This design comes from an exercise in tuning for small area and a short achievable clock period on the open sky130 flow, not from production work. At most, simulation tests tie the RTL to the original design; equivalence was not proved. Power figures rest on the tool's default switching activity, not on a simulated workload.

Design final_top, start of the top module:
module final_top (
    input clk,
    input rst,  
    input [31:0] instruction,
    input [15:0] data_in,  
    output [15:0] data_out,  
    output [15:0] addr,  
    output we,  
    output [15:0] out_reg,  
    output zero,
    output carry
);
Size: roughly 1,500 cells after synthesis, about 420 flip-flops, about 100 I/O pins, about 19,000 um2 of cells after synthesis.
==> module alu, before the edit <==
module alu (
    input [15:0] operand1,
    input [15:0] operand2,
    input big,
    input carry_in,
    input is_arith,  
    input is_addc,
    input is_subc,
    input is_subi,
    input is_and,
    input is_or,
    input is_xor,
    input is_shr,  
    input is_sra,
    input is_shl,
    input is_none,  
    output [15:0] x,
    output [15:0] cm,
    output carry_out,
    output zero
);
    wire cin = (is_addc & carry_in) | (is_subc & ~carry_in) | is_subi;
    wire [15:0] p = operand1 ^ operand2;
    wire [15:0] g = operand1 & operand2;
    wire [15:0] k = operand1 | operand2;
    wire [15:0] gk [0:4];
    wire [15:0] pk [0:4];
    assign gk[0] = g;
    assign pk[0] = p;
    genvar i, l;
    generate
        for (l = 0; l < 4; l = l + 1) begin : lvl
            for (i = 0; i < 16; i = i + 1) begin : b
                if (i >= (1 << l)) begin : pg
                    assign gk[l+1][i] = gk[l][i] | (pk[l][i] & gk[l][i - (1 << l)]);
                    assign pk[l+1][i] = pk[l][i] & pk[l][i - (1 << l)];
                end else begin : pass
                    assign gk[l+1][i] = gk[l][i];
                    assign pk[l+1][i] = pk[l][i];
                end
            end
        end
    endgenerate
    wire [15:0] c = gk[4] | (pk[4] & {16{cin}});
    wire c16 = c[15];
    assign carry_out = (is_addc & c16) | (is_subc & ~c16);
    function [15:0] rev;
        input [15:0] v;
        integer j;
        begin
            for (j = 0; j < 16; j = j + 1)
                rev[j] = v[15 - j];
        end
    endfunction
    wire fill = is_sra & operand1[15];
    wire [15:0] s0 = is_shl ? rev(operand1) : operand1;
    wire [15:0] s1 = operand2[0] ? {fill, s0[15:1]} : s0;
    wire [15:0] s2 = operand2[1] ? {{2{fill}}, s1[15:2]} : s1;
    wire [15:0] s3 = operand2[2] ? {{4{fill}}, s2[15:4]} : s2;
    wire [15:0] s4 = operand2[3] ? {{8{fill}}, s3[15:8]} : s3;
    wire shr_small = is_shr & ~big;
    wire shl_small = is_shl & ~big;
    wire shr_fill = is_shr & big & fill;
    wire [15:0] r_na = ({16{is_and}} & g) |
                       ({16{is_or}} & k) |
                       ({16{is_xor}} & p) |
                       ({16{shr_small}} & s4) |
                       ({16{shl_small}} & rev(s4)) |
                       {16{shr_fill}};
    assign x = r_na | ({16{is_arith}} & p);
    assign cm = {16{is_arith}} & {c[14:0], cin};
    wire sum_zero = &(p ~^ {k[14:0], cin});
    wire arith_zero = sum_zero & ~(is_addc & k[15]) & ~(is_subc & ~k[15]);
    wire shift_zero = big ? ~fill : ~(|s4);  
    assign zero = (is_arith & arith_zero) |
                  (is_and & ~(|g)) |
                  (is_or & ~(|k)) |
                  (is_xor & ~(|p)) |
                  ((is_shr | is_shl) & shift_zero) |
                  is_none;
endmodule
export LEC_CHECK = 0
export CAP_MARGIN = 20
export CORE_MARGIN = 2
export CORE_UTILIZATION = 60
export CTS_CLUSTER_DIAMETER = 90
export CTS_CLUSTER_SIZE = 24
export SETUP_SLACK_MARGIN = 2.3
export SLEW_MARGIN = 20
create_clock -name core_clock -period 4.5 [get_ports {clk}]
run.sh (not shown) runs the stock make flow with config.mk's settings and CLKGATE_MAP_FILE= SYNTH_SCRIPT=/design/flow/synth_recipe.tcl, a recipe that flattens the netlist after the stock synthesis.
Next try:
--- a/flow/design.v
+++ b/flow/design.v
@@ -116,9 +116,15 @@
     assign x = r_na | ({16{is_arith}} & p);
     assign cm = {16{is_arith}} & {c[14:0], cin};
     wire sum_zero = &(p ~^ {k[14:0], cin});
     wire arith_zero = sum_zero & ~(is_addc & k[15]) & ~(is_subc & ~k[15]);
-    wire shift_zero = big ? ~fill : ~(|s4);  
+    wire [15:0] keep;
+    generate
+        for (i = 0; i < 16; i = i + 1) begin : kp
+            assign keep[i] = (operand2[3:0] <= i);
+        end
+    endgenerate
+    wire shift_zero = big ? ~fill : ~(|(s0 & keep));
     assign zero = (is_arith & arith_zero) |
                   (is_and & ~(|g)) |
                   (is_or & ~(|k)) |
                   (is_xor & ~(|p)) |
Effect:
- The changed run finished clean
- worst hold slack barely changes
- wire length climbs by about 6.6%
- critical path depth drops by 6
- combinational power climbs by 17%
- area after synthesis climbs by about 0.9%
- die area climbs by 0.88%
- final cell count climbs by 5.2%
- core utilization climbs by 1.5 points
- power climbs by about 5%
- clock skew drops by 33 ps
- worst setup slack improves by 160 ps
- final area climbs by 4.3%
- non-clock buffer count climbs by 42

The RTL this note starts from:
==> flow/design.v <==
module instruction_decoder (
    input [31:0] instruction,
    output [3:0] opcode,
    output [3:0] reg1,
    output [3:0] reg2,
    output [3:0] destReg,
    output [15:0] immediate
);
    assign opcode = instruction[31:28];
    assign reg1 = instruction[27:24];
    assign reg2 = instruction[23:20];
    assign destReg = instruction[19:16];
    assign immediate = instruction[15:0];
endmodule
module reg_file (
    input clk,
    input rst,  
    input [15:0] read_sel1,
    input [15:0] read_sel2,
    input [3:0] write_reg,
    input [15:0] write_data,
    input write_enable,
    output reg [15:0] read_data1,
    output reg [15:0] read_data2
);
    reg [15:0] regs [0:15];
    genvar g;
    generate
        for (g = 0; g < 16; g = g + 1) begin : r
            always @(posedge clk or posedge rst) begin
                if (rst)
                    regs[g] <= 16'b0;
                else if (write_enable && write_reg == g)
                    regs[g] <= write_data;
            end
        end
    endgenerate
    integer i;
    always @(*) begin
        read_data1 = 16'b0;
        read_data2 = 16'b0;
        for (i = 0; i < 16; i = i + 1) begin
            read_data1 = read_data1 | (regs[i] & {16{read_sel1[i]}});
            read_data2 = read_data2 | (regs[i] & {16{read_sel2[i]}});
        end
    end
endmodule
module alu (
    input [15:0] operand1,
    input [15:0] operand2,
    input big,
    input carry_in,
    input is_arith,  
    input is_addc,
    input is_subc,
    input is_subi,
    input is_and,
    input is_or,
    input is_xor,
    input is_shr,  
    input is_sra,
    input is_shl,
    output [15:0] x,
    output [15:0] cm,
    output carry_out,
    output zero
);
    wire cin = (is_addc & carry_in) | (is_subc & ~carry_in) | is_subi;
    wire [15:0] p = operand1 ^ operand2;
    wire [15:0] g = operand1 & operand2;
    wire [15:0] k = operand1 | operand2;
    wire [15:0] gk [0:4];
    wire [15:0] pk [0:4];
    assign gk[0] = g;
    assign pk[0] = p;
    genvar i, l;
    generate
        for (l = 0; l < 4; l = l + 1) begin : lvl
            for (i = 0; i < 16; i = i + 1) begin : b
                if (i >= (1 << l)) begin : pg
                    assign gk[l+1][i] = gk[l][i] | (pk[l][i] & gk[l][i - (1 << l)]);
                    assign pk[l+1][i] = pk[l][i] & pk[l][i - (1 << l)];
                end else begin : pass
                    assign gk[l+1][i] = gk[l][i];
                    assign pk[l+1][i] = pk[l][i];
                end
            end
        end
    endgenerate
    wire [15:0] c = gk[4] | (pk[4] & {16{cin}});
    wire c16 = c[15];
    assign carry_out = (is_addc & c16) | (is_subc & ~c16);
    function [15:0] rev;
        input [15:0] v;
        integer j;
        begin
            for (j = 0; j < 16; j = j + 1)
                rev[j] = v[15 - j];
        end
    endfunction
    wire fill = is_sra & operand1[15];
    wire [15:0] s0 = is_shl ? rev(operand1) : operand1;
    wire [15:0] s1 = operand2[0] ? {fill, s0[15:1]} : s0;
    wire [15:0] s2 = operand2[1] ? {{2{fill}}, s1[15:2]} : s1;
    wire [15:0] s3 = operand2[2] ? {{4{fill}}, s2[15:4]} : s2;
    wire [15:0] s4 = operand2[3] ? {{8{fill}}, s3[15:8]} : s3;
    wire shr_small = is_shr & ~big;
    wire shl_small = is_shl & ~big;
    wire shr_fill = is_shr & big & fill;
    wire [15:0] r_na = ({16{is_and}} & g) |
                       ({16{is_or}} & k) |
                       ({16{is_xor}} & p) |
                       ({16{shr_small}} & s4) |
                       ({16{shl_small}} & rev(s4)) |
                       {16{shr_fill}};
    assign x = r_na | ({16{is_arith}} & p);
    assign cm = {16{is_arith}} & {c[14:0], cin};
    wire sum_zero = &(p ~^ {k[14:0], cin});
    wire arith_zero = sum_zero & ~(is_addc & k[15]) & ~(is_subc & ~k[15]);
    assign zero = is_arith ? arith_zero : ~(|r_na);
endmodule
module final_top (
    input clk,
    input rst,  
    input [31:0] instruction,
    input [15:0] data_in,  
    output [15:0] data_out,  
    output [15:0] addr,  
    output we,  
    output [15:0] out_reg,  
    output zero,
    output carry
);
    wire [3:0] opcode, reg1, reg2, destReg;
    wire [15:0] immediate, reg_data1, reg_data2, alu_x, alu_cm;
    wire carry_d2, zero_d2;
    reg [3:0] opcode_d1, destReg_d1;
    reg [15:0] imm_d1;
    reg [15:0] sel1_d1, sel2_d1;
    reg fwd1_d1, fwd2_d1, use_imm_d1, inv_d1;
    reg [15:0] op1_d2, op2_d2, addr_d2;
    reg big_d2;  
    reg arith_d2, addc_d2, subc_d2, subi_d2, and_d2, or_d2, xor_d2;
    reg shr_d2, sra_d2, shl_d2, load_d2, store_d2, rf_we_d2;
    reg [3:0] destReg_d2;
    reg [15:0] x_d3, cm_d3;
    reg load_d3, rf_we_d3, carry_d3, zero_d3;
    reg [3:0] destReg_d3;
    wire [15:0] wdata_d3 = x_d3 ^ cm_d3;
    instruction_decoder id (
        .instruction (instruction),
        .opcode (opcode),
        .reg1 (reg1),
        .reg2 (reg2),
        .destReg (destReg),
        .immediate (immediate)
    );
    wire use_imm = (opcode == 4'b1011) || (opcode == 4'b1100) || (opcode == 4'b1101) ||
                   (opcode == 4'b1110) || (opcode == 4'b1111);
    wire fwd1 = rf_we_d2 && (reg1 == destReg_d2);
    wire fwd2 = rf_we_d2 && (reg2 == destReg_d2);
    wire [15:0] sel1, sel2;
    genvar k;
    generate
        for (k = 0; k < 16; k = k + 1) begin : dec
            assign sel1[k] = (reg1 == k) && !fwd1;
            assign sel2[k] = (reg2 == k) && !fwd2;
        end
    endgenerate
    reg_file rf (
        .clk(clk),
        .rst(rst),
        .read_sel1(sel1_d1),
        .read_sel2(sel2_d1),
        .write_reg(destReg_d3),
        .write_data(wdata_d3),
        .write_enable(rf_we_d3),
        .read_data1(reg_data1),
        .read_data2(reg_data2)
    );
    wire [15:0] a_d1 = reg_data1 | (wdata_d3 & {16{fwd1_d1}});
    wire [15:0] b_d1 = reg_data2 | (wdata_d3 & {16{fwd2_d1}}) | (imm_d1 & {16{use_imm_d1}});
    alu alu_unit (
        .operand1(op1_d2),
        .operand2(op2_d2),
        .big(big_d2),
        .carry_in(carry_d3),
        .is_arith(arith_d2),
        .is_addc(addc_d2),
        .is_subc(subc_d2),
        .is_subi(subi_d2),
        .is_and(and_d2),
        .is_or(or_d2),
        .is_xor(xor_d2),
        .is_shr(shr_d2),
        .is_sra(sra_d2),
        .is_shl(shl_d2),
        .x(alu_x),
        .cm(alu_cm),
        .carry_out(carry_d2),
        .zero(zero_d2)
    );
    always @(posedge clk or posedge rst) begin
        if (rst) begin
            opcode_d1 <= 4'b0;
            imm_d1 <= 16'b0;
            addr_d2 <= 16'b0;
            arith_d2 <= 1'b0;
            addc_d2 <= 1'b0;
            subc_d2 <= 1'b0;
            subi_d2 <= 1'b0;
            and_d2 <= 1'b0;
            or_d2 <= 1'b0;
            xor_d2 <= 1'b0;
            shr_d2 <= 1'b0;
            sra_d2 <= 1'b0;
            shl_d2 <= 1'b0;
            load_d2 <= 1'b0;
            store_d2 <= 1'b0;
            rf_we_d2 <= 1'b0;
            x_d3 <= 16'b0;
            cm_d3 <= 16'b0;
            load_d3 <= 1'b0;
            rf_we_d3 <= 1'b0;
            carry_d3 <= 1'b0;
            zero_d3 <= 1'b0;
        end else begin
            opcode_d1 <= opcode;
            imm_d1 <= immediate;
            addr_d2 <= imm_d1;
            arith_d2 <= (opcode_d1 == 4'b0011) || (opcode_d1 == 4'b0100) ||
                        (opcode_d1 == 4'b1011) || (opcode_d1 == 4'b1100);
            addc_d2 <= (opcode_d1 == 4'b0011);
            subc_d2 <= (opcode_d1 == 4'b0100);
            subi_d2 <= (opcode_d1 == 4'b1100);
            and_d2 <= (opcode_d1 == 4'b0101) || (opcode_d1 == 4'b1101);
            or_d2 <= (opcode_d1 == 4'b0110) || (opcode_d1 == 4'b1110);
            xor_d2 <= (opcode_d1 == 4'b0111) || (opcode_d1 == 4'b1111);
            shr_d2 <= (opcode_d1 == 4'b1001) || (opcode_d1 == 4'b1010);
            sra_d2 <= (opcode_d1 == 4'b1010);
            shl_d2 <= (opcode_d1 == 4'b1000);
            load_d2 <= (opcode_d1 == 4'b0010);
            store_d2 <= (opcode_d1 == 4'b0001);
            rf_we_d2 <= (opcode_d1 != 4'b0000) && (opcode_d1 != 4'b0001);
            x_d3 <= alu_x | (data_in & {16{load_d2}});  
            cm_d3 <= alu_cm;
            load_d3 <= load_d2;
            rf_we_d3 <= rf_we_d2;
            carry_d3 <= carry_d2;
            zero_d3 <= zero_d2;
        end
    end
    always @(posedge clk) begin
        destReg_d1 <= destReg;
        sel1_d1 <= sel1;
        sel2_d1 <= use_imm ? 16'b0 : sel2;
        fwd1_d1 <= fwd1;
        fwd2_d1 <= fwd2 && !use_imm;
        use_imm_d1 <= use_imm;
        inv_d1 <= (opcode == 4'b0100) || (opcode == 4'b1100);
        destReg_d2 <= destReg_d1;
        destReg_d3 <= destReg_d2;
        op1_d2 <= a_d1;
        op2_d2 <= b_d1 ^ {16{inv_d1}};
        big_d2 <= |b_d1[15:4];
    end
    assign addr = addr_d2;
    assign we = store_d2;
    assign data_out = op1_d2 & {16{store_d2}};
    assign out_reg = load_d3 ? 16'b0 : wdata_d3;
    assign carry = carry_d3;
    assign zero = zero_d3;
endmodule
clock: 4.5 ns
lec_check: 0
cap_margin: 20
core_margin: 2
core_utilization: 40
setup_slack_margin: 2.0
slew_margin: 20
Rerun with:
--- a/flow/design.v
+++ b/flow/design.v
@@ -21,20 +21,19 @@
     input [15:0] write_data,
     input write_enable,
     output reg [15:0] read_data1,
     output reg [15:0] read_data2
 );
     reg [15:0] regs [0:15];
+    wire [15:0] wd = rst ? 16'b0 : write_data;
     genvar g;
     generate
         for (g = 0; g < 16; g = g + 1) begin : r
-            always @(posedge clk or posedge rst) begin
-                if (rst)
-                    regs[g] <= 16'b0;
-                else if (write_enable && write_reg == g)
-                    regs[g] <= write_data;
+            always @(posedge clk) begin
+                if (rst || (write_enable && write_reg == g))
+                    regs[g] <= wd;
             end
         end
     endgenerate
     integer i;
     always @(*) begin
         read_data1 = 16'b0;
@@ -57,12 +56,13 @@
     input is_and,
     input is_or,
     input is_xor,
     input is_shr,  
     input is_sra,
     input is_shl,
+    input is_none,  
     output [15:0] x,
     output [15:0] cm,
     output carry_out,
     output zero
 );
     wire cin = (is_addc & carry_in) | (is_subc & ~carry_in) | is_subi;
@@ -114,13 +114,19 @@
                        ({16{shl_small}} & rev(s4)) |
                        {16{shr_fill}};
     assign x = r_na | ({16{is_arith}} & p);
     assign cm = {16{is_arith}} & {c[14:0], cin};
     wire sum_zero = &(p ~^ {k[14:0], cin});
     wire arith_zero = sum_zero & ~(is_addc & k[15]) & ~(is_subc & ~k[15]);
-    assign zero = is_arith ? arith_zero : ~(|r_na);
+    wire shift_zero = big ? ~fill : ~(|s4);  
+    assign zero = (is_arith & arith_zero) |
+                  (is_and & ~(|g)) |
+                  (is_or & ~(|k)) |
+                  (is_xor & ~(|p)) |
+                  ((is_shr | is_shl) & shift_zero) |
+                  is_none;
 endmodule
 module final_top (
     input clk,
     input rst,  
     input [31:0] instruction,
     input [15:0] data_in,  
@@ -138,18 +144,18 @@
     reg [15:0] imm_d1;
     reg [15:0] sel1_d1, sel2_d1;
     reg fwd1_d1, fwd2_d1, use_imm_d1, inv_d1;
     reg [15:0] op1_d2, op2_d2, addr_d2;
     reg big_d2;  
     reg arith_d2, addc_d2, subc_d2, subi_d2, and_d2, or_d2, xor_d2;
-    reg shr_d2, sra_d2, shl_d2, load_d2, store_d2, rf_we_d2;
+    reg shr_d2, sra_d2, shl_d2, some_d2, load_d2, store_d2, rf_we_d2;  
     reg [3:0] destReg_d2;
     reg [15:0] x_d3, cm_d3;
     reg load_d3, rf_we_d3, carry_d3, zero_d3;
     reg [3:0] destReg_d3;
-    wire [15:0] wdata_d3 = x_d3 ^ cm_d3;
+    wire [15:0] wdata_d3 = x_d3 ^ (cm_d3 & {16{~load_d3}});
     instruction_decoder id (
         .instruction (instruction),
         .opcode (opcode),
         .reg1 (reg1),
         .reg2 (reg2),
         .destReg (destReg),
@@ -192,12 +198,13 @@
         .is_and(and_d2),
         .is_or(or_d2),
         .is_xor(xor_d2),
         .is_shr(shr_d2),
         .is_sra(sra_d2),
         .is_shl(shl_d2),
+        .is_none(~some_d2),
         .x(alu_x),
         .cm(alu_cm),
         .carry_out(carry_d2),
         .zero(zero_d2)
     );
     always @(posedge clk or posedge rst) begin
@@ -212,12 +219,13 @@
             and_d2 <= 1'b0;
             or_d2 <= 1'b0;
             xor_d2 <= 1'b0;
             shr_d2 <= 1'b0;
             sra_d2 <= 1'b0;
             shl_d2 <= 1'b0;
+            some_d2 <= 1'b0;
             load_d2 <= 1'b0;
             store_d2 <= 1'b0;
             rf_we_d2 <= 1'b0;
             x_d3 <= 16'b0;
             cm_d3 <= 16'b0;
             load_d3 <= 1'b0;
@@ -236,17 +244,18 @@
             and_d2 <= (opcode_d1 == 4'b0101) || (opcode_d1 == 4'b1101);
             or_d2 <= (opcode_d1 == 4'b0110) || (opcode_d1 == 4'b1110);
             xor_d2 <= (opcode_d1 == 4'b0111) || (opcode_d1 == 4'b1111);
             shr_d2 <= (opcode_d1 == 4'b1001) || (opcode_d1 == 4'b1010);
             sra_d2 <= (opcode_d1 == 4'b1010);
             shl_d2 <= (opcode_d1 == 4'b1000);
+            some_d2 <= (opcode_d1 != 4'b0000) && (opcode_d1 != 4'b0001) && (opcode_d1 != 4'b0010);
             load_d2 <= (opcode_d1 == 4'b0010);
             store_d2 <= (opcode_d1 == 4'b0001);
             rf_we_d2 <= (opcode_d1 != 4'b0000) && (opcode_d1 != 4'b0001);
             x_d3 <= alu_x | (data_in & {16{load_d2}});  
-            cm_d3 <= alu_cm;
+            cm_d3 <= alu_cm | (data_in & {16{load_d2}});
             load_d3 <= load_d2;
             rf_we_d3 <= rf_we_d2;
             carry_d3 <= carry_d2;
             zero_d3 <= zero_d2;
         end
     end
@@ -264,10 +273,10 @@
         op2_d2 <= b_d1 ^ {16{inv_d1}};
         big_d2 <= |b_d1[15:4];
     end
     assign addr = addr_d2;
     assign we = store_d2;
     assign data_out = op1_d2 & {16{store_d2}};
-    assign out_reg = load_d3 ? 16'b0 : wdata_d3;
+    assign out_reg = x_d3 ^ cm_d3;
     assign carry = carry_d3;
     assign zero = zero_d3;
 endmodule
After rerunning:
- The changed run completed without violations
- non-clock buffer count drops by 97
- combinational power drops by about 50%
- worst hold slack loses 0.0032 ns
- worst setup slack gains 0.17 ns
- first-iteration DRC count climbs by 1.5%
- utilization drops by 1.4 points
- power drops by about 24%
- area after synthesis drops by 5.8%
- clock-buffer cell count drops by 7
- clock skew drops by 0.029 ns
Only the layout flow was run in the first run of this note; the RTL was not checked for function there.

afterwards: timing with drivers on the ports:
Ports are ideal in the flow. The routed layouts listed here were re-timed in OpenROAD. Step 1 (the two cells are an assumption about what drives the block):
set clk [get_ports {clk}]
set_driving_cell -lib_cell sky130_fd_sc_hd__clkbuf_16 $clk
set_driving_cell -lib_cell sky130_fd_sc_hd__buf_2 [delete_from_list [all_inputs] $clk]
Step 2 adds t to the input delays and takes it off the output delays; t is the mean of the earliest and latest rising clock arrival at the registers after step 1. Input paths then give back, and output paths get back, about the clock's delay inside the block. Three values: ideal ports, drivers, drivers and shift; two values: the first two.
run | t (ns) | setup slack, ns | hold slack, ns | latest minus earliest clock arrival (ns)
the first run of note 1 | 0.607 | 1.985 / 1.985 / 1.880 | 0.335 / 0.335 / 0.335 | 0.052 / 0.051
the second run of note 1 | 0.606 | 2.144 / 2.090 / 1.808 | 0.334 / 0.334 / 0.334 | 0.015 / 0.014
the first run of note 2 | 0.647 | 1.803 / 1.803 / 1.803 | 0.328 / 0.328 / 0.328 | 0.059 / 0.060
the second run of note 2 | 0.633 | 1.970 / 1.970 / 1.532 | 0.325 / 0.325 / 0.325 | 0.031 / 0.031
After both steps setup and hold are still met in every run listed. The setup slack of the second run of note 2, which loses most, moves by 0.000 ns with the drivers and by -0.438 ns with both steps.
